This design comes from an exercise in tuning for small area and a short achievable clock period on the open sky130 flow, not from production work.
Function was checked by simulation only, so behaviour that the tests miss may differ from the original.
Power is estimated from default activity; no workload was simulated.

===== design/flow/run.sh =====
#!/bin/bash
# synth_recipe.tcl (not shown) runs the flow's synth.tcl, then flattens the netlist and writes it again
# the make line also repeats each setting of config.mk as NAME=value (left out here)
make -C /OpenROAD-flow-scripts/flow DESIGN_CONFIG=/design/flow/config.mk WORK_HOME=/design/flow/orfs CLKGATE_MAP_FILE= SYNTH_SCRIPT=/design/flow/synth_recipe.tcl finish

===== design/flow/constraint.sdc =====
create_clock -name core_clock -period 10.0 [get_ports {clk}]
set_input_delay 2.0000 -clock core_clock [delete_from_list [all_inputs] [get_ports {clk}]]
set_output_delay 2.0000 -clock core_clock [all_outputs]
set_load 0.01 [all_outputs]

===== design/flow/config.mk =====
export PLATFORM = sky130hd
export DESIGN_NAME = PipelineCPU
export DESIGN_NICKNAME = PipelineCPU
export VERILOG_FILES = /design/flow/design.v
export SDC_FILE = /design/flow/constraint.sdc
export NUM_CORES = 4
export LEC_CHECK = 0
export CAP_MARGIN = 20
export CORE_MARGIN = 2
export CORE_UTILIZATION = 30
export PLACE_DENSITY = 0.45
export SLEW_MARGIN = 20

===== design/flow/design.v =====
module ALU(
        input       [3:0]   Aluc,
        input       [31:0]  a, 
        input       [31:0]  b, 
        output  reg [31:0]  out
);
    always @(*) begin
        case (Aluc)
            4'd0: out = a + b;
            4'd1: out = a - b;
            4'd2: out = a & b;
            4'd3: out = a | b;
            4'd4: out = (a < b) ? 1: 0; 
            4'd5: begin  
                if (a < b &&((a[31] == 0 && b[31]==0) ||
                    (a[31] == 1 && b[31]==1))) out = 1;
                else if (a[31] == 0 && b[31]==1) out = 0;
                else if (a[31] == 1 && b[31]==0) out = 1;
                else out = 0;
            end
            4'd6: out = b << a;
            4'd7: out = a ^ b;
            4'd8: out = b >>> a;
            4'd9: out = b >> a;
            4'd10: out = {b,16'd0}; 
            4'd11: out = a - 32'd0;
            default: out = a + b;
        endcase
    end
endmodule
module BranchPredict(
    input  [3:0]  Aluc,
    input  [31:0] in_a,
    input  [31:0] in_b,
    output reg Zero,
    output reg Sign
);
    reg [31:0] out;
    always @(*) begin
        case (Aluc)
            4'd1: out = in_a - in_b;
            4'd11: out = in_a - 32'd0;
            default: out = 1'b1;
        endcase
        if (out == 0) Zero = 1;
        else Zero = 0;
        Sign = out[31];
    end
endmodule
module Conunit(
    input   wire  [5:0] Func,
    input   wire  [5:0] Op,
    input   wire  [4:0] rt, 
    input   wire        Zero, 
    input   wire        Sign,
    output  reg   [3:0] Aluc, 
    output  reg          AluSrcA, 
    output  reg          AluSrcB, 
    output  reg    [1:0] PcSrc, 
    output  reg          Wrback, 
    output  reg          RegDst, 
    output  reg          ExtSe, 
    output  reg          memWr, 
    output  reg          regWr 
);
    always @(*) begin
        case (Op)
            6'b000000: begin
                case(Func)
                    6'b100000: Aluc =4'd0;
                    6'b100001: Aluc =4'd0;
                    6'b100010: Aluc =4'd1;
                    6'b100011: Aluc =4'd1;
                    6'b100100: Aluc =4'd2;
                    6'b100110: Aluc =4'd7;
                    6'b100101: Aluc =4'd3;
                    6'b000000: Aluc =4'd6;
                    6'b000100: Aluc =4'd6;
                    6'b101010: Aluc =4'd5;
                    6'b101011: Aluc =4'd4;
                    6'b000110: Aluc =4'd9;
                    6'b000011,6'b000111: Aluc =4'd8;
                    6'b000010: Aluc =4'd9;
                    default: Aluc = 4'd0;
                endcase
            end
            6'b001000: Aluc = 4'd0;
            6'b001001: Aluc = 4'd0;
            6'b001100: Aluc = 4'd2;
            6'b001101: Aluc = 4'd3;
            6'b001010: Aluc = 4'd5;
            6'b001011: Aluc = 4'd4;
            6'b001110: Aluc = 4'd7; 
            6'b101011: Aluc = 4'd0;
            6'b100011: Aluc = 4'd0;
            6'b101000: Aluc = 4'd0;
            6'b100000: Aluc = 4'd0; 
            6'b000100: Aluc =4'd1;
            6'b000101: Aluc =4'd1;
            6'b000001: Aluc =4'd11;
            6'b000111: Aluc =4'd11;
            6'b000110: Aluc =4'd11;
            6'b000001: Aluc =4'd11; 
            6'b001111: Aluc = 4'd10;
            6'b111111: Aluc = 4'd0;
            default: Aluc = 4'd0;
        endcase
    end
    always @(*) begin
        case({Op,Func})
            {6'b000000,6'b000000},{6'b000000,6'b000011},{6'b000000,6'b000010}: AluSrcA = 1'b1;
            default: AluSrcA = 1'b0;
        endcase
    end
    always @(*) begin
        case(Op)
            6'b001000,6'b001001,6'b001010,6'b001011: AluSrcB = 1'b1;
            6'b001101,6'b001111,6'b001110: AluSrcB = 1'b1;
            6'b101011,6'b100011,6'b101000,6'b100000: AluSrcB = 1'b1;
            6'b111111: AluSrcB = 1'b1;
            default: AluSrcB = 1'b0;
        endcase
    end
    always @(*) begin
        case(Op)
            6'b000011,6'b000010: PcSrc = 2'b01;
            6'b000000: begin
                case (Func)
                    6'b001000: PcSrc = 2'b01; 
                    default: PcSrc = 2'b00;
                endcase
            end
            6'b000100: PcSrc = (Zero == 1) ? 2'b10 : 2'b00;
            6'b000101: PcSrc = (Zero == 0) ? 2'b10 : 2'b00;
            6'b000111: PcSrc = (Sign == 0 && Zero == 0) ? 2'b10 : 2'b00;
            6'b000001: begin 
                case (rt)
                    5'd1: PcSrc = (Sign == 0) ? 2'b10 : 2'b00; 
                    default: PcSrc = (Sign == 1) ? 2'b10 : 2'b00; 
                endcase
            end
            6'b000110: PcSrc = (Sign == 1 || Zero == 0) ? 2'b10 : 2'b00;
            6'b111111: PcSrc = 2'b11;
            default:PcSrc = 2'b00;
        endcase
    end
    always @(*) begin
        case(Op)
            6'b100011,6'b100000: Wrback = 1'b1;
            default: Wrback = 1'b0;
        endcase
    end
    always @(*) begin
        case(Op)
            6'b001001,6'b001010,6'b001011: RegDst = 1'b0;
            6'b111111: RegDst = 1'b0;
            6'b100011,6'b100000: RegDst = 1'b0;
            6'b001000,6'b001101,6'b001100,6'b001110,6'b001111: RegDst = 1'b0;
            default: RegDst = 1'b1;
        endcase
    end
    always @(*) begin
        case(Op)
            6'b001101,6'b001100,6'b001110: ExtSe = 1'b0;
            default: ExtSe = 1'b1;
        endcase
    end
    always @(*) begin
        case(Op)
            6'b101011,6'b101000: memWr = 1;
            default: memWr = 0;
        endcase
    end
    always @(*) begin
        case(Op)
            6'b101011,6'b101000,6'b000100,6'b000101,6'b000111,6'b000001,6'b000001,6'b000110: regWr = 0;
            6'b000010,6'b000011: regWr = 0;
            6'b000000: begin
                case (Func)
                    6'b001000: regWr = 0;
                    default: regWr = 1;
                endcase
            end
            default regWr = 1;
        endcase
    end
endmodule
module EX_MEM(
    input       clk,
    input       rst_n,
    input       memWr_EX,
    input       regWr_EX,
    input       Wrback_EX,
    input [31:0] AluResult_EX,
    input [31:0] WriteMemData_EX,
    input [4:0]  WriteReg_EX,
    output reg        memWr_MEM,           
    output reg        regWr_MEM,
    output reg        Wrback_MEM,
    output reg [31:0] AluResult_MEM,
    output reg [31:0] WriteMemData_MEM,
    output reg [4:0]  WriteReg_MEM  
);
    always @(posedge clk,negedge rst_n) begin
        if(~rst_n)begin
            memWr_MEM           <= 0;        
            regWr_MEM           <= 0;
            Wrback_MEM          <= 0;
            AluResult_MEM       <= 0;
            WriteMemData_MEM    <= 0;
            WriteReg_MEM        <= 0;
        end
        else begin
            memWr_MEM           <= memWr_EX;        
            regWr_MEM           <= regWr_EX;
            Wrback_MEM          <= Wrback_EX;
            AluResult_MEM       <= AluResult_EX;
            WriteMemData_MEM    <= WriteMemData_EX;
            WriteReg_MEM        <= WriteReg_EX;
        end
    end
endmodule
module Extend(
    input   ExtSe,
    input   [15:0] immd16,
    output  [31:0] Extout
);
    wire [31:0] signext;
    wire [31:0] zeroext;
    signExt signExt_instance(
    .im(immd16),
    .extend(signext)
);  
    ZeroExt Zeroext_instance(
    .im(immd16),
    .extend(zeroext)
); 
    assign Extout = (ExtSe) ? signext : zeroext;
endmodule
module Forward(
    input  [4:0] rs_EX,
    input  [4:0] rt_EX,
    input  [4:0] rs_ID,
    input  [4:0] rt_ID,
    input  [4:0] WriteReg_MEM,
    input  [4:0] WriteReg_WB,
    input  regWr_MEM,
    input  regWr_WB,
    output reg [1:0] ForwardAE,
    output reg [1:0] ForwardBE,
    output reg ForwardAD,
    output reg ForwardBD
);
    always @(*) begin
        if((rs_EX != 0) && (rs_EX == WriteReg_MEM) && (regWr_MEM ==1))
            ForwardAE = 2'b01;
        else if((rs_EX != 0) && (rs_EX == WriteReg_WB) && (regWr_WB ==1))
            ForwardAE = 2'b10;
        else ForwardAE = 2'b00;
        if ((rt_EX != 0) && (rt_EX == WriteReg_MEM) && (regWr_MEM ==1))
            ForwardBE = 2'b01;
        else if ((rt_EX != 0) && (rt_EX == WriteReg_WB) && (regWr_WB ==1))
            ForwardBE = 2'b10;
        else ForwardBE = 2'b00;
        if ((rs_ID != 0) && (rs_ID== WriteReg_MEM) && (regWr_MEM ==1))
            ForwardAD = 1'b1;
        else ForwardAD = 1'b0;
        if ((rt_ID != 0) && (rt_ID== WriteReg_MEM) && (regWr_MEM ==1))
            ForwardBD = 1'b1;
        else ForwardBD = 1'b0;
    end
endmodule
module HazardUnit(
    input  [4:0] rs_EX,
    input  [4:0] rt_EX,
    input  [4:0] rs_ID,
    input  [4:0] rt_ID,
    input  [4:0] WriteReg_MEM,
    input  [4:0] WriteReg_WB,
    input  regWr_MEM,
    input  regWr_WB,
    input  [4:0] WriteReg_EX,
    input  Branch_ID,
    input  regWr_EX,
    input  Wrback_EX,
    output [1:0] ForwardAE,
    output [1:0] ForwardBE,
    output ForwardAD,
    output ForwardBD,
    output Stall_IF,
    output Stall_ID,
    output Flush_EX
);
    Forward Forward_instance(
        .rs_EX(rs_EX),
        .rt_EX(rt_EX),
        .rs_ID(rs_ID),
        .rt_ID(rt_ID),
        .WriteReg_MEM(WriteReg_MEM),
        .WriteReg_WB(WriteReg_WB),
        .regWr_MEM(regWr_MEM),
        .regWr_WB(regWr_WB),
        .ForwardAE(ForwardAE),
        .ForwardBE(ForwardBE),
        .ForwardAD(ForwardAD),
        .ForwardBD(ForwardBD)
    );
    Stall Stall_instance(
        .rs_ID(rs_ID),
        .rt_ID(rt_ID),
        .rt_EX(rt_EX),
        .WriteReg_EX(WriteReg_EX),
        .WriteReg_MEM(WriteReg_MEM),
        .Branch_ID(Branch_ID),
        .regWr_EX(regWr_EX),
        .regWr_MEM(regWr_MEM),
        .Wrback_EX(Wrback_EX),
        .Stall_IF(Stall_IF),
        .Stall_ID(Stall_ID),
        .Flush_EX(Flush_EX)
    );
endmodule
module ID_EX(
    input clk,
    input rst_n,
    input Flush_ID,
    input [3:0] Aluc_ID,
    input       AluSrcA_ID,
    input       AluSrcB_ID,
    input       memWr_ID,
    input       Wrback_ID,
    input       RegDst_ID,
    input       regWr_ID,
    input [31:0] RD1_ID,
    input [31:0] RD2_ID,
    input [31:0] ImmSa_ID,
    input [31:0] Imm32_ID,
    input [4:0]  rs_ID,
    input [4:0]  rt_ID,
    input [4:0]  rd_ID,
    output reg [3:0] Aluc_EX,
    output reg       AluSrcA_EX,
    output reg       AluSrcB_EX,
    output reg       memWr_EX,
    output reg       regWr_EX,
    output reg       RegDst_EX,
    output reg       Wrback_EX,
    output reg [31:0] RD1_EX,
    output reg [31:0] RD2_EX,
    output reg [31:0] ImmSa_EX,
    output reg [31:0] Imm32_EX,
    output reg [4:0]  rs_EX,
    output reg [4:0]  rt_EX,
    output reg [4:0]  rd_EX
);
    always @(posedge clk,negedge rst_n) begin
        if(~rst_n)begin
            AluSrcA_EX      <= 0;
            AluSrcB_EX      <= 0;
            Aluc_EX         <= 0;
            memWr_EX        <= 0;
            regWr_EX        <= 0;
            RegDst_EX       <= 0;
            Wrback_EX       <= 0;
            RD1_EX          <= 0;
            RD2_EX          <= 0;
            ImmSa_EX        <= 0;
            Imm32_EX        <= 0;
            rs_EX           <= 0;
            rt_EX           <= 0;
            rd_EX           <= 0;
        end
        else begin
            RD1_EX          <= RD1_ID;
            RD2_EX          <= RD2_ID;
            ImmSa_EX        <= ImmSa_ID;
            Imm32_EX        <= Imm32_ID;
            rs_EX           <= rs_ID;
            rt_EX           <= rt_ID;
            rd_EX           <= rd_ID;
            if(Flush_ID) begin
                AluSrcA_EX      <= 0;
                AluSrcB_EX      <= 0;
                Aluc_EX         <= 0;
                memWr_EX        <= 0;
                regWr_EX        <= 0;
                RegDst_EX       <= 0;
                Wrback_EX       <= 0;
            end else begin
                AluSrcA_EX      <=    AluSrcA_ID;
                AluSrcB_EX      <=    AluSrcB_ID;
                Aluc_EX         <=    Aluc_ID;
                memWr_EX        <=    memWr_ID;
                regWr_EX        <=    regWr_ID;
                RegDst_EX       <=    RegDst_ID;
                Wrback_EX       <=    Wrback_ID;
            end
        end
    end
endmodule
module IF_ID(
    input clk,
    input rst_n,
    input Flush_IF,
    input Stall_ID, 
    input [31:0] PC_IF,
    input [31:0] Instruction_IF,
    output reg[31:0] PC_ID,
    output reg[31:0] Instruction_ID
);
    always @(posedge clk,negedge rst_n) begin
        if(~rst_n) begin
            Instruction_ID <= 32'd0;
            PC_ID <= 32'd0;
        end 
        else if(Flush_IF == 1'b1) begin
            Instruction_ID <= 32'hFC00_0000; 
        end
        else if(Stall_ID == 1'b0) begin
            Instruction_ID <= Instruction_IF;
            PC_ID <= PC_IF;
        end
    end
endmodule
module Jshift(
    input   [25:0] inst,
    input   [31:0] pc_add4,
    output  [31:0] sh
    ); 
    parameter z = 2'b00;
    assign sh = {pc_add4[31:28],inst[25:0],z};
endmodule
module Lshift(
    input   [31:0] in,
    output  [31:0] shift
);
    parameter  z = 2'b00;
    assign shift = {in[29:0], z};
endmodule
module MEM_WB(
    input           clk,
    input           rst_n,
    input           regWr_MEM,
    input           Wrback_MEM,
    input [31:0]    ReadMemData_MEM,
    input [31:0]    AluResult_MEM,
    input [4:0]     WriteReg_MEM,
    output reg      regWr_WB,
    output reg      Wrback_WB,
    output reg [31:0] ReadMemData_WB,
    output reg [31:0] AluResult_WB,
    output reg [4:0]  WriteReg_WB
);
    always @(posedge clk,negedge rst_n) begin
        if(~rst_n)begin
            regWr_WB            <=   0;
            Wrback_WB           <=   0;
            ReadMemData_WB      <=   0;
            AluResult_WB        <=   0;
            WriteReg_WB         <=   0;
        end
        else begin
            regWr_WB            <=   regWr_MEM;
            Wrback_WB           <=   Wrback_MEM;
            ReadMemData_WB      <=   ReadMemData_MEM;
            AluResult_WB        <=   AluResult_MEM;
            WriteReg_WB         <=   WriteReg_MEM;
        end
    end
endmodule
module PC(
    input               clk,
    input               rst_n,
    input               Stall_IF, 
    input       [31:0]  next_pc,
    output  reg [31:0]  pc
);
    always @(posedge clk, negedge rst_n) begin
        if(~rst_n)
            pc <= 32'd0;
        else if(Stall_IF != 1'b1)
            pc <= next_pc;
        else pc <= pc;
    end
endmodule
module PCAdd(
    input       [31:0]  pc,
    output      [31:0]  pc_add4
);
    assign pc_add4 = pc + 32'd4;
endmodule
module PC_branch(
    input   [31:0] immd_pc,
    input   [31:0] pc_add4,
    output  [31:0] pc_branch
);
    assign pc_branch = immd_pc + pc_add4;
endmodule
module RegFile(
    input clk,
    input rst_n,
    input regWr,
    input [4:0] RdReg1,
    input [4:0] RdReg2,
    input [4:0] WrReg,
    input [31:0] WriteData, 
    output [31:0] RD1,
    output [31:0] RD2
);
    reg [31:0] regfile [0:31];
    integer i;
    assign RD1 = (RdReg1 == 0) ? 0 : regfile[RdReg1];
    assign RD2 = (RdReg2 == 0) ? 0 : regfile[RdReg2];
    always @(posedge clk, negedge rst_n) begin
        if(~rst_n)
            for (i = 0; i<32; i=i+1) begin
                regfile[i] <= 32'd0;
            end
        else if(regWr == 1 && WrReg != 0)
            regfile[WrReg] <= WriteData;
    end
endmodule
module signExt(
    input   [15:0] im,
    output  [31:0] extend
);
    assign extend = {{16{im[15]}},im};
endmodule
module Stall(
    input  [4:0] rs_ID,
    input  [4:0] rt_ID,
    input  [4:0] rt_EX,
    input  [4:0] WriteReg_EX,
    input  [4:0] WriteReg_MEM,
    input  Branch_ID,
    input  regWr_EX,
    input  regWr_MEM,
    input  Wrback_EX,
    output reg Stall_IF,
    output reg Stall_ID,
    output reg Flush_EX
);
    wire lwstall;
    wire branchstall;
    assign lwstall = ((rs_ID == rt_EX) | (rt_ID == rt_EX)) & ( Wrback_EX == 1);
    assign branchstall = ((Branch_ID ==1) & (regWr_EX == 1) & ((WriteReg_EX == rs_ID) | (WriteReg_EX == rt_ID)))
                        || ((Branch_ID ==1) & (regWr_MEM == 1) & ((WriteReg_MEM == rs_ID) | (WriteReg_MEM == rt_ID)));
    always @(*) begin
        if((lwstall == 1'b1) | (branchstall == 1'b1))begin
            Stall_IF = 1'b1;
            Stall_ID = 1'b1;
            Flush_EX = 1'b1;
        end
        else begin
            Stall_IF = 1'b0;
            Stall_ID = 1'b0;
            Flush_EX = 1'b0;
        end
    end
endmodule
module ZeroExt(
    input   [15:0] im,
    output  [31:0]extend
);
    assign extend = {{16{1'b0}},im};
endmodule
module decoder(
    input [31:0] ins,
    output [5:0] op,
    output [5:0] func,
    output [4:0] sa,
    output [4:0] rs,
    output [4:0] rt,
    output [4:0] rd,
    output [15:0] immd16,
    output [25:0] immd26
    );
    assign op = ins[31:26];
    assign func = ins[5:0];
    assign sa = ins[10:6];
    assign rs = ins[25:21];
    assign rt = ins[20:16];
    assign rd = ins[15:11];
    assign immd16 = ins[15:0];
    assign immd26 = ins[25:0];
endmodule
module mux2(
    input   [4:0] rd, 
    input   [4:0] rt, 
    input         sel,
    output  reg [4:0] result
);
    always @(*) begin
        case (sel)
            1'b0: result = rt;
            1'b1: result = rd; 
            default: result = rd;
        endcase
    end
endmodule
module mux2Forward(
    input  [31:0] RD,
    input  [31:0] forward_ALU,
    input    selet,
    output reg [31:0] data_out
);
    always @(*) begin
        case(selet)
            1'b0: data_out = RD;
            1'b1: data_out = forward_ALU;
            default: data_out = RD;
        endcase
    end
endmodule
module mux2x32(
    input   wire [31:0] Qb, 
    input   wire [31:0] im, 
    input   wire        sel,
    output  reg [31:0]  result
);
    always @(*) begin
        case (sel)
            1'b0: result = Qb;
            1'b1: result = im;
            default: result = Qb;
        endcase
    end
endmodule
module mux3Forward(
    input  [31:0] RD,
    input  [31:0] forward_MEM,
    input  [31:0] forward_WB,
    input  [1:0]  selet,
    output reg [31:0] data_out
);
    always @(*) begin
        case(selet)
            2'b00: data_out = RD;
            2'b01: data_out = forward_MEM;
            2'b10:  data_out = forward_WB;
            default: data_out = RD;
        endcase
    end
endmodule
module mux4(
    input   [31:0] pc_add4,
    input   [31:0] NOOP,
    input   [31:0] branch,
    input   [31:0] pc_jump,
    input   [1:0]  sel,
    output  reg [31:0] result
);
    always @(*) begin
        case (sel)
            2'b00: result = pc_add4;
            2'b01: result = pc_jump;
            2'b10: result = branch;
            2'b11: result = NOOP;
            default: result = pc_add4;
        endcase
    end
endmodule
module noop_reg(
    input clk,
    input [31:0] noop_in,
    output reg [31:0] noop_out
);
    always @(posedge clk) begin
        noop_out <= noop_in;
    end
endmodule
module PipelineCPU(
    input wire clk,
    input wire rst_n,
    output wire [31:0] imem_addr,
    input  wire [31:0] imem_rdata,
    output wire [31:0] dmem_addr,
    output wire [31:0] dmem_wdata,
    output wire        dmem_we,
    input  wire [31:0] dmem_rdata,
    output wire        wb_en,
    output wire [4:0]  wb_reg,
    output wire [31:0] wb_data
);
    wire [31:0] pc;
    wire [31:0] next_pc;
    wire [31:0] pc_branch;
    wire [31:0] pc_jump;
    wire [1:0]  PcSrc;
    wire Stall_IF;
    wire Flush_IF;
    assign Flush_IF = (PcSrc == 2'b01 || PcSrc == 2'b10) ? 1'b1 : 1'b0; 
    wire [31:0] PC_IF;
    wire [31:0] Instruction_IF;
    wire [31:0] PC_ID;
    wire [31:0] Instruction_ID;
    wire Stall_ID;
    wire Flush_ID; 
    wire [3:0] Aluc_ID;
    wire AluSrcA_ID;
    wire AluSrcB_ID;
    wire memWr_ID;
    wire Wrback_ID;
    wire RegDst_ID;
    wire regWr_ID;
    wire [31:0] RD1_ID;
    wire [31:0] RD2_ID;
    wire [31:0] ImmSa_ID;
    wire  [31:0] Imm32_ID;
    wire Branch_ID;
    assign Branch_ID = (PcSrc == 2'b01 || PcSrc == 2'b10) ? 1'b1 : 1'b0; 
    wire ForwardAD;
    wire ForwardBD;
    wire [3:0] Aluc_EX;
    wire       AluSrcA_EX;
    wire       AluSrcB_EX;
    wire       memWr_EX;
    wire       regWr_EX;
    wire       RegDst_EX;
    wire       Wrback_EX;
    wire [31:0] RD1_EX;
    wire [31:0] RD2_EX;
    wire [31:0] ImmSa_EX;
    wire [31:0] Imm32_EX;
    wire [4:0]  rs_EX;
    wire [4:0]  rt_EX;
    wire [4:0]  rd_EX;
    wire [31:0] Alu_out_EX;
    wire [31:0] WriteMemData_EX;
    wire [4:0] WriteReg_EX;
    wire Flush_EX;
    assign Flush_ID = Flush_EX; 
    wire [1:0] ForwardAE;
    wire [1:0] ForwardBE;
    wire memWr_MEM;     
    wire regWr_MEM;
    wire Wrback_MEM;
    wire [31:0] Alu_out_MEM;
    wire [31:0] WriteMemData_MEM;
    wire  [4:0] WriteReg_MEM;
    wire  [31:0] data_mem_out_MEM;
    wire regWr_WB;
    wire Wrback_WB;
    wire  [31:0] data_mem_out_WB;
    wire [31:0] Alu_out_WB;
    wire [4:0] WriteReg_WB;
    wire [31:0] WriteData_WB;
    wire [5:0] op;
    wire [5:0] func;
    wire [4:0] sa;
    wire [4:0] rs_ID;
    wire [4:0] rt_ID;
    wire [4:0] rd_ID;
    wire [15:0] immd16;
    wire [25:0] immd26;
    wire  Zero; 
    wire  Sign;
    wire  ExtSe; 
    wire  [31:0] immd_pc;
    wire  [31:0] alu_in_a;
    wire  [31:0] alu_in_b;
    PC pc_instance(
        .clk(clk),
        .rst_n(rst_n),
        .Stall_IF(Stall_IF),
        .next_pc(next_pc),
        .pc(pc)
    );
    PCAdd pc_add4_instance(
        .pc(pc),
        .pc_add4(PC_IF)
    );
    assign imem_addr = pc;
    assign Instruction_IF = imem_rdata;
    wire [31:0] NOOP;
    noop_reg noop_reg_instance(
        .clk(clk),
        .noop_in(next_pc),
        .noop_out(NOOP)
    );
    mux4 mux4(
        .pc_add4(PC_IF),
        .NOOP(NOOP),
        .branch(pc_branch),
        .pc_jump(pc_jump),
        .sel(PcSrc),
        .result(next_pc)
    );
    wire [31:0] pc_jr;
    wire [31:0] pc_j_jal;
    assign pc_jump = (func == 6'b001000)? pc_jr : pc_j_jal; 
    IF_ID IF_ID_instance(
        .clk(clk),
        .rst_n(rst_n),
        .Flush_IF(Flush_IF),
        .Stall_ID(Stall_ID),
        .PC_IF(PC_IF),
        .Instruction_IF(Instruction_IF),
        .PC_ID(PC_ID),
        .Instruction_ID(Instruction_ID)
    );
    decoder decoder_instance(
        .ins(Instruction_ID),
        .op(op),
        .func(func),
        .sa(sa),
        .rs(rs_ID),
        .rt(rt_ID),
        .rd(rd_ID),
        .immd16(immd16),
        .immd26(immd26)
    );
    RegFile RegFile_instance(
        .clk(clk),
        .rst_n(rst_n),
        .regWr(regWr_WB),
        .RdReg1(rs_ID),
        .RdReg2(rt_ID),
        .WrReg(WriteReg_WB),
        .WriteData(WriteData_WB), 
        .RD1(RD1_ID),
        .RD2(RD2_ID)
    );
    assign pc_jr = RD1_ID; 
    mux2 mux2_instance(
        .rd(rd_EX), 
        .rt(rt_EX), 
        .sel(RegDst_EX),
        .result(WriteReg_EX)
    );
    Extend Extend_instance(
        .ExtSe(ExtSe),
        .immd16(immd16),
        .Extout(Imm32_ID)
    );
    Lshift Lshift_instance(
        .in(Imm32_ID),
        .shift(immd_pc)
    );
    PC_branch PC_branch_instance(
        .immd_pc(immd_pc),
        .pc_add4(PC_ID),
        .pc_branch(pc_branch)
    );
    Jshift Jshift_instance(
        .inst(immd26),
        .pc_add4(PC_ID),
        .sh(pc_j_jal)
    );
    Conunit Conunit_instance(
        .Func(func),
        .Op(op),
        .rt(rt_ID), 
        .Zero(Zero), 
        .Sign(Sign),
        .Aluc(Aluc_ID), 
        .AluSrcA(AluSrcA_ID), 
        .AluSrcB(AluSrcB_ID), 
        .PcSrc(PcSrc), 
        .Wrback(Wrback_ID), 
        .RegDst(RegDst_ID), 
        .ExtSe(ExtSe), 
        .memWr(memWr_ID), 
        .regWr(regWr_ID) 
    );
    wire [31:0] branch_in_a;
    wire [31:0] branch_in_b;
    mux2Forward mux2Forward_instance_1(
        .RD(RD1_ID),
        .forward_ALU(Alu_out_MEM),
        .selet(ForwardAD),
        .data_out(branch_in_a)
    );
    mux2Forward mux2Forward_instance_2(
        .RD(RD2_ID),
        .forward_ALU(Alu_out_MEM),
        .selet(ForwardBD),
        .data_out(branch_in_b)
    );
    BranchPredict BranchPredict_instance(
        .Aluc(Aluc_ID),
        .in_a(branch_in_a),
        .in_b(branch_in_b),
        .Zero(Zero),
        .Sign(Sign)
    );
    ID_EX ID_EX_instance(
        .clk(clk),
        .rst_n(rst_n),
        .Flush_ID(Flush_ID),
        .Aluc_ID(Aluc_ID),
        .AluSrcA_ID(AluSrcA_ID),
        .AluSrcB_ID(AluSrcB_ID),
        .memWr_ID(memWr_ID),
        .Wrback_ID(Wrback_ID),
        .RegDst_ID(RegDst_ID),
        .regWr_ID(regWr_ID),
        .RD1_ID(RD1_ID),
        .RD2_ID(RD2_ID),
        .ImmSa_ID(ImmSa_ID),
        .Imm32_ID(Imm32_ID),
        .rs_ID(rs_ID),
        .rt_ID(rt_ID),
        .rd_ID(rd_ID),
        .Aluc_EX(Aluc_EX),
        .AluSrcA_EX(AluSrcA_EX),
        .AluSrcB_EX(AluSrcB_EX),
        .memWr_EX(memWr_EX),
        .regWr_EX(regWr_EX),
        .RegDst_EX(RegDst_EX),
        .Wrback_EX(Wrback_EX),
        .RD1_EX(RD1_EX),
        .RD2_EX(RD2_EX),
        .ImmSa_EX(ImmSa_EX),
        .Imm32_EX(Imm32_EX),
        .rs_EX(rs_EX),
        .rt_EX(rt_EX),
        .rd_EX(rd_EX)
    );
    assign WriteMemData_EX = RD2_EX;
    ALU ALU_instance(
        .Aluc(Aluc_EX),
        .a(alu_in_a), 
        .b(alu_in_b), 
        .out(Alu_out_EX)
    );
    wire [31:0] forward_MEM;
    wire [31:0] forward_WB;
    assign forward_MEM = Alu_out_MEM;
    assign forward_WB  = WriteData_WB;
    wire [31:0] mux_in_a;
    wire [31:0] mux_in_b;
    mux3Forward mux3Forward_instance_1(
        .RD(RD1_EX),
        .forward_MEM(forward_MEM),
        .forward_WB(forward_WB),
        .selet(ForwardAE),
        .data_out(mux_in_a)
    );
    wire [15:0] SA;
    assign SA = {{11{1'b0}},sa};
    ZeroExt Zeroext_instance_1(
        .im(SA),
        .extend(ImmSa_ID)
    );
    mux2x32 mux2x32_instance_1(
        .Qb(mux_in_a),
        .im(ImmSa_EX),
        .sel(AluSrcA_EX),
        .result(alu_in_a)
    );
    mux3Forward mux3Forward_instance_2(
        .RD(RD2_EX),
        .forward_MEM(forward_MEM),
        .forward_WB(forward_WB),
        .selet(ForwardBE),
        .data_out(mux_in_b)
    );
    mux2x32 mux2x32_instance_2(
        .Qb(mux_in_b), 
        .im(Imm32_EX), 
        .sel(AluSrcB_EX),
        .result(alu_in_b)
    );
    EX_MEM EX_MEM_instance(
        .clk(clk),
        .rst_n(rst_n),
        .memWr_EX(memWr_EX),
        .regWr_EX(regWr_EX),
        .Wrback_EX(Wrback_EX),
        .AluResult_EX(Alu_out_EX),
        .WriteMemData_EX(WriteMemData_EX),
        .WriteReg_EX(WriteReg_EX),
        .memWr_MEM(memWr_MEM),           
        .regWr_MEM(regWr_MEM),
        .Wrback_MEM(Wrback_MEM),
        .AluResult_MEM(Alu_out_MEM),
        .WriteMemData_MEM(WriteMemData_MEM),
        .WriteReg_MEM(WriteReg_MEM)
    );
    assign dmem_addr = Alu_out_MEM;
    assign dmem_wdata = WriteMemData_MEM;
    assign dmem_we = memWr_MEM;
    assign data_mem_out_MEM = dmem_rdata;
    MEM_WB MEM_WB_instance(
        .clk(clk),
        .rst_n(rst_n),
        .regWr_MEM(regWr_MEM),
        .Wrback_MEM(Wrback_MEM),
        .ReadMemData_MEM(data_mem_out_MEM),
        .AluResult_MEM(Alu_out_MEM),
        .WriteReg_MEM(WriteReg_MEM),
        .regWr_WB(regWr_WB),
        .Wrback_WB(Wrback_WB),
        .ReadMemData_WB(data_mem_out_WB),
        .AluResult_WB(Alu_out_WB),
        .WriteReg_WB(WriteReg_WB)
    );
    mux2x32 mux2x32_instance_3(
        .Qb(Alu_out_WB),
        .im(data_mem_out_WB),
        .sel(Wrback_WB),
        .result(WriteData_WB)
    );
    assign wb_en = regWr_WB;
    assign wb_reg = WriteReg_WB;
    assign wb_data = WriteData_WB;
    HazardUnit HazardUnit_instance(
        .rs_EX(rs_EX),
        .rt_EX(rt_EX),
        .rs_ID(rs_ID),
        .rt_ID(rt_ID),
        .WriteReg_MEM(WriteReg_MEM),
        .WriteReg_WB(WriteReg_WB),
        .regWr_MEM(regWr_MEM),
        .regWr_WB(regWr_WB),
        .WriteReg_EX(WriteReg_EX),
        .Branch_ID(Branch_ID), 
        .regWr_EX(regWr_EX),
        .Wrback_EX(Wrback_EX),
        .ForwardAE(ForwardAE),
        .ForwardBE(ForwardBE),
        .ForwardAD(ForwardAD),
        .ForwardBD(ForwardBD),
        .Stall_IF(Stall_IF),
        .Stall_ID(Stall_ID),
        .Flush_EX(Flush_EX)
    );
endmodule

==> impl_metrics.tcl <==
set metrics [dict create \
    start_kind "register" \
    clock_latency_ns 0.87 \
    rsz0062_at_grt "false" \
    p_clk_share_pct 18.7 \
    yosysTopAreaCellShare_pct 43.4 \
    synth_area_leaders "dfrtp_1, a21oi_1, nand3_1, nor2_1, o21ai_0" \
    syn-num-nets 9159 \
    grt_overflow_total 0 \
    synth_area_per_cell_um2 8.60 \
    fill_cells 26100 \
    cts_tree "built" \
    p_int_w 0.0166 \
    htree_levels 4 \
    die_h_um 510 \
    peakVddDrop_mv 0.203 \
    hold_violations 0 \
    synth_flop_cell "dfrtp_1" \
    avgViaCountPerCell 6.51 \
    drcViolationCount 0 \
    worstPathRequired_ns 10.72 \
    path_class "register to register" \
    dp_slack_ns 1.10 \
    outcome "complete, no violations" \
    setup_viol 0 \
    syn_inst 8919 \
    post_cts.resized_instances 0 \
    tightestPinTransition_ns 1.23 \
    synthToLayoutAreaGrowth_pct 16.8 \
    path_max_fanout 34 \
    pwr-share-comb_pct 47.5 \
    ant_nets 0 \
    finalWorstSetupSlack_ns 0.646 \
    synth_cell_type_count 98 \
    ys_seq_elements 1364 \
    grt_max_degree 172 \
    vias 80600 \
    fmax_ghz 0.107 \
    path_common_cell "buf_4" \
    place_hpwl_um 328000 \
    finalCritPeriodShare_pct 93.5 \
    mappedNetlistArea_um2 76700 \
    cts_buffer_depth 3 \
    post_drt_wl_per_cell_um 38.5 \
    p_per_area_nw_per_um2 370 \
    p_leak_nw 37.3 \
    ios 201 \
    core-area_um2 254000 \
    drv_slew 0 \
    synth_top_area_cell "dfrtp_1" \
    hold_buffers 0 \
    async_flop_share_pct 97.7 \
    grt_pass1_vias 74900 \
    initial_utilization_pct 30.2 \
    rows 185 \
    synth-seq-area-share_pct 44.3 \
    crit_path_max_incr_delay_ns 1.05 \
    placedCellCount 12100 \
    end_kind "register" \
    period_needed_ns 9.35 \
    drive_gt1_share_pct 10.3 \
    cp_slowest_cell "nor2_4" \
    yosys_warnings 18 \
    layout.cells.non_filler 12400 \
    hold_path_class "register to register" \
    grt_pass1_wl_um 647000 \
    seqCellArea_um2 34000 \
    p_sw_share_pct 49.9 \
    numCtsBuffers 165 \
    drtIter0Drc 13100 \
    post_cts_buffers 0 \
    cts.clk_slew.worst_paths_ns 0.07 \
    nets 9114 \
    multi_input_area_um2 39900 \
    routed_wl_um 477000 \
    dieArea_um2 260000 \
    final.setup.tns_ns 0 \
    fin_skew_ns 0.0407 \
    synth_edf_count 0 \
    drt_first_pass_iters 12 \
    seqPwrFrac_pct 33.8 \
    gp_congestion 1.01 \
    port_buffers 200 \
    grt_use_total_pct 35.6 \
    power_switching_w 0.0166 \
    max_cap_violations 0 \
    worstPathArrival_ns 10.07 \
    slew_headroom_pct 18.1 \
    die_w_um 510 \
    root_buffer "clkbuf_16" \
    crit_buf_inv 4 \
    cts_num_sinks 1364 \
    crit_family "simple AND/OR/NAND/NOR gates" \
    grt_antenna_before_repair 34 \
]
flip-flops by register name, summed over array words and instances, names as in the netlist, 4 cells and up:
| signal | cells |
|---|---|
| EX_MEM_instance.AluResult_MEM | 32 |
| ID_EX_instance.Aluc_EX | 4 |
| noop_reg_instance.noop_out | 32 |
| ID_EX_instance.Imm32_EX | 13 |
| ID_EX_instance.rd_EX | 4 |
| RegFile_instance.regfile | 992 |
| pc_instance.pc | 32 |
| MEM_WB_instance.WriteReg_WB | 5 |
| IF_ID_instance.PC_ID | 32 |
| MEM_WB_instance.ReadMemData_WB | 32 |
| ID_EX_instance.rt_EX | 5 |
| ID_EX_instance.RD1_EX | 32 |
| ID_EX_instance.RD2_EX | 32 |
| EX_MEM_instance.WriteReg_MEM | 5 |
| EX_MEM_instance.WriteMemData_MEM | 32 |
| ID_EX_instance.rs_EX | 5 |
| MEM_WB_instance.AluResult_WB | 32 |
| IF_ID_instance.Instruction_ID | 32 |
cells in the mapped netlist, drive strengths merged (168+ instances only):
library cell  number
a21oi            971
a22o             168
a22oi            334
clkbuf           718
dfrtp           1332
ha               170
inv              192
nand2            704
nand3            718
nand4            221
nor2             925
o21ai            634
cells in the final DEF, fill, tap and decap left out, drive strengths merged, types with 63 or more instances in the layout:
cell type | netlist | routed
a221oi | 147 | 147
clkdlybuf4s50 | 0 | 199
buf | 103 | 410
o211ai | 69 | 69
nor4 | 100 | 100
o21ai | 634 | 634
clkbuf | 718 | 247
xnor2 | 76 | 76
nand3 | 718 | 718
a22oi | 334 | 334
a22o | 168 | 168
nor2 | 925 | 925
inv | 192 | 204
a21oi | 971 | 971
nor3 | 139 | 139
mux2i | 124 | 124
dfrtp | 1332 | 1332
nand4 | 221 | 221
nand2 | 704 | 704
a222oi | 63 | 63
ha | 170 | 170
and3 | 88 | 88
final cells by class:
cell class / count / share of cell area (%)
Multi-Input combinational cell: 6539 / 44.5
Sequential cell: 1364 / 37.9
Timing Repair Buffer: 609 / 5.98
Clock buffer: 247 / 5.31
Tap cell: 3366 / 4.70
Inverter: 195 / 0.822
Clock inverter: 55 / 0.712
Antenna cell: 14 / 0.0391
logic make-up (layout without fill, tap and decap cells):
group	Yosys count	count (layout)	share of synthesized area, %
AOI/OAI and AO/OA	2893	2893	24.2
adders and majority gates	174	174	2.88
DFF	1364	1364	44.3
buffers and inverters	1016	1106	5.12
and+or+nand+nor	3148	3148	19.2
muxes	190	190	2.72
xor gates and xnor gates	134	134	1.55
other	0	14	0
power by group through the flow:
stage	logic, W	clock network [W]	registers (W)
global placement	0.0151	0	0.0112
floorplan	0.00889	0	0.00960
global route	0.0166	0.00647	0.0114
detailed placement	0.0152	0	0.0111
CTS	0.0152	0.00624	0.0111
finish	0.0158	0.00620	0.0112
final timing paths:
kind                                                      endpoint                         startpoint  cells past startpoint  slack [ns]
worst min-delay path                     MEM_WB_instance.Wrback_WB         EX_MEM_instance.Wrback_MEM                      0        0.37
worst min register to register           MEM_WB_instance.Wrback_WB         EX_MEM_instance.Wrback_MEM                      0        0.37
min in group asynchronous          RegFile_instance.regfile[5][25]                              rst_n                      1        1.07
worst max register to register            IF_ID_instance.PC_ID[26]  IF_ID_instance.Instruction_ID[18]                     30        0.65
max in group asynchronous       MEM_WB_instance.ReadMemData_WB[10]                              rst_n                      3        6.70
worst max-delay path                      IF_ID_instance.PC_ID[26]  IF_ID_instance.Instruction_ID[18]                     30        0.65
through the flow:
| step | hold WS [ns] | total power, W | utilization [%] | cell area [µm²] |
|---|---|---|---|---|
| floorplan | 0.331 | 0.0185 | - | 76700 |
| global placement | 0.335 | 0.0263 | 33.1 | 84200 |
| detailed placement | 0.357 | 0.0263 | 33.1 | 84200 |
| CTS | 0.370 | 0.0325 | 35.2 | 89600 |
| global route | 0.381 | 0.0345 | 35.3 | 89600 |
| finish | 0.367 | 0.0332 | 35.3 | 89700 |
per-layer routing:
layer  track usage (%)  wire length [µm]
met5             0.530               339
met1              49.0            197000
met4              19.6             32000
met2              49.8            192000
met3              10.3             55200

re-timing with driven ports:
In the flow no input, the clock included, has a driving cell. The finished layout below was timed again as built, in two steps.
Step 1: set_driving_cell puts a clkbuf_16 on clk and a buf_2 on each other input, an assumption about the parent block.
Step 2, shift: input delay + t, output delay - t, t = (earliest + latest rising clock arrival at the registers) / 2. This alone moves slack from input paths to output paths.
Slacks: no drivers / after step 1 / after step 2; pairs: no drivers / after step 1.
shift t [ns]: 0.957
setup slack, ns: 0.646 / 0.646 / 0.646
worst slew at a driven data input, ns: 0.12
After both steps this run still meets setup and hold. The setup slack of this run moves by 0.000 ns with the drivers and by 0.000 ns with both steps.
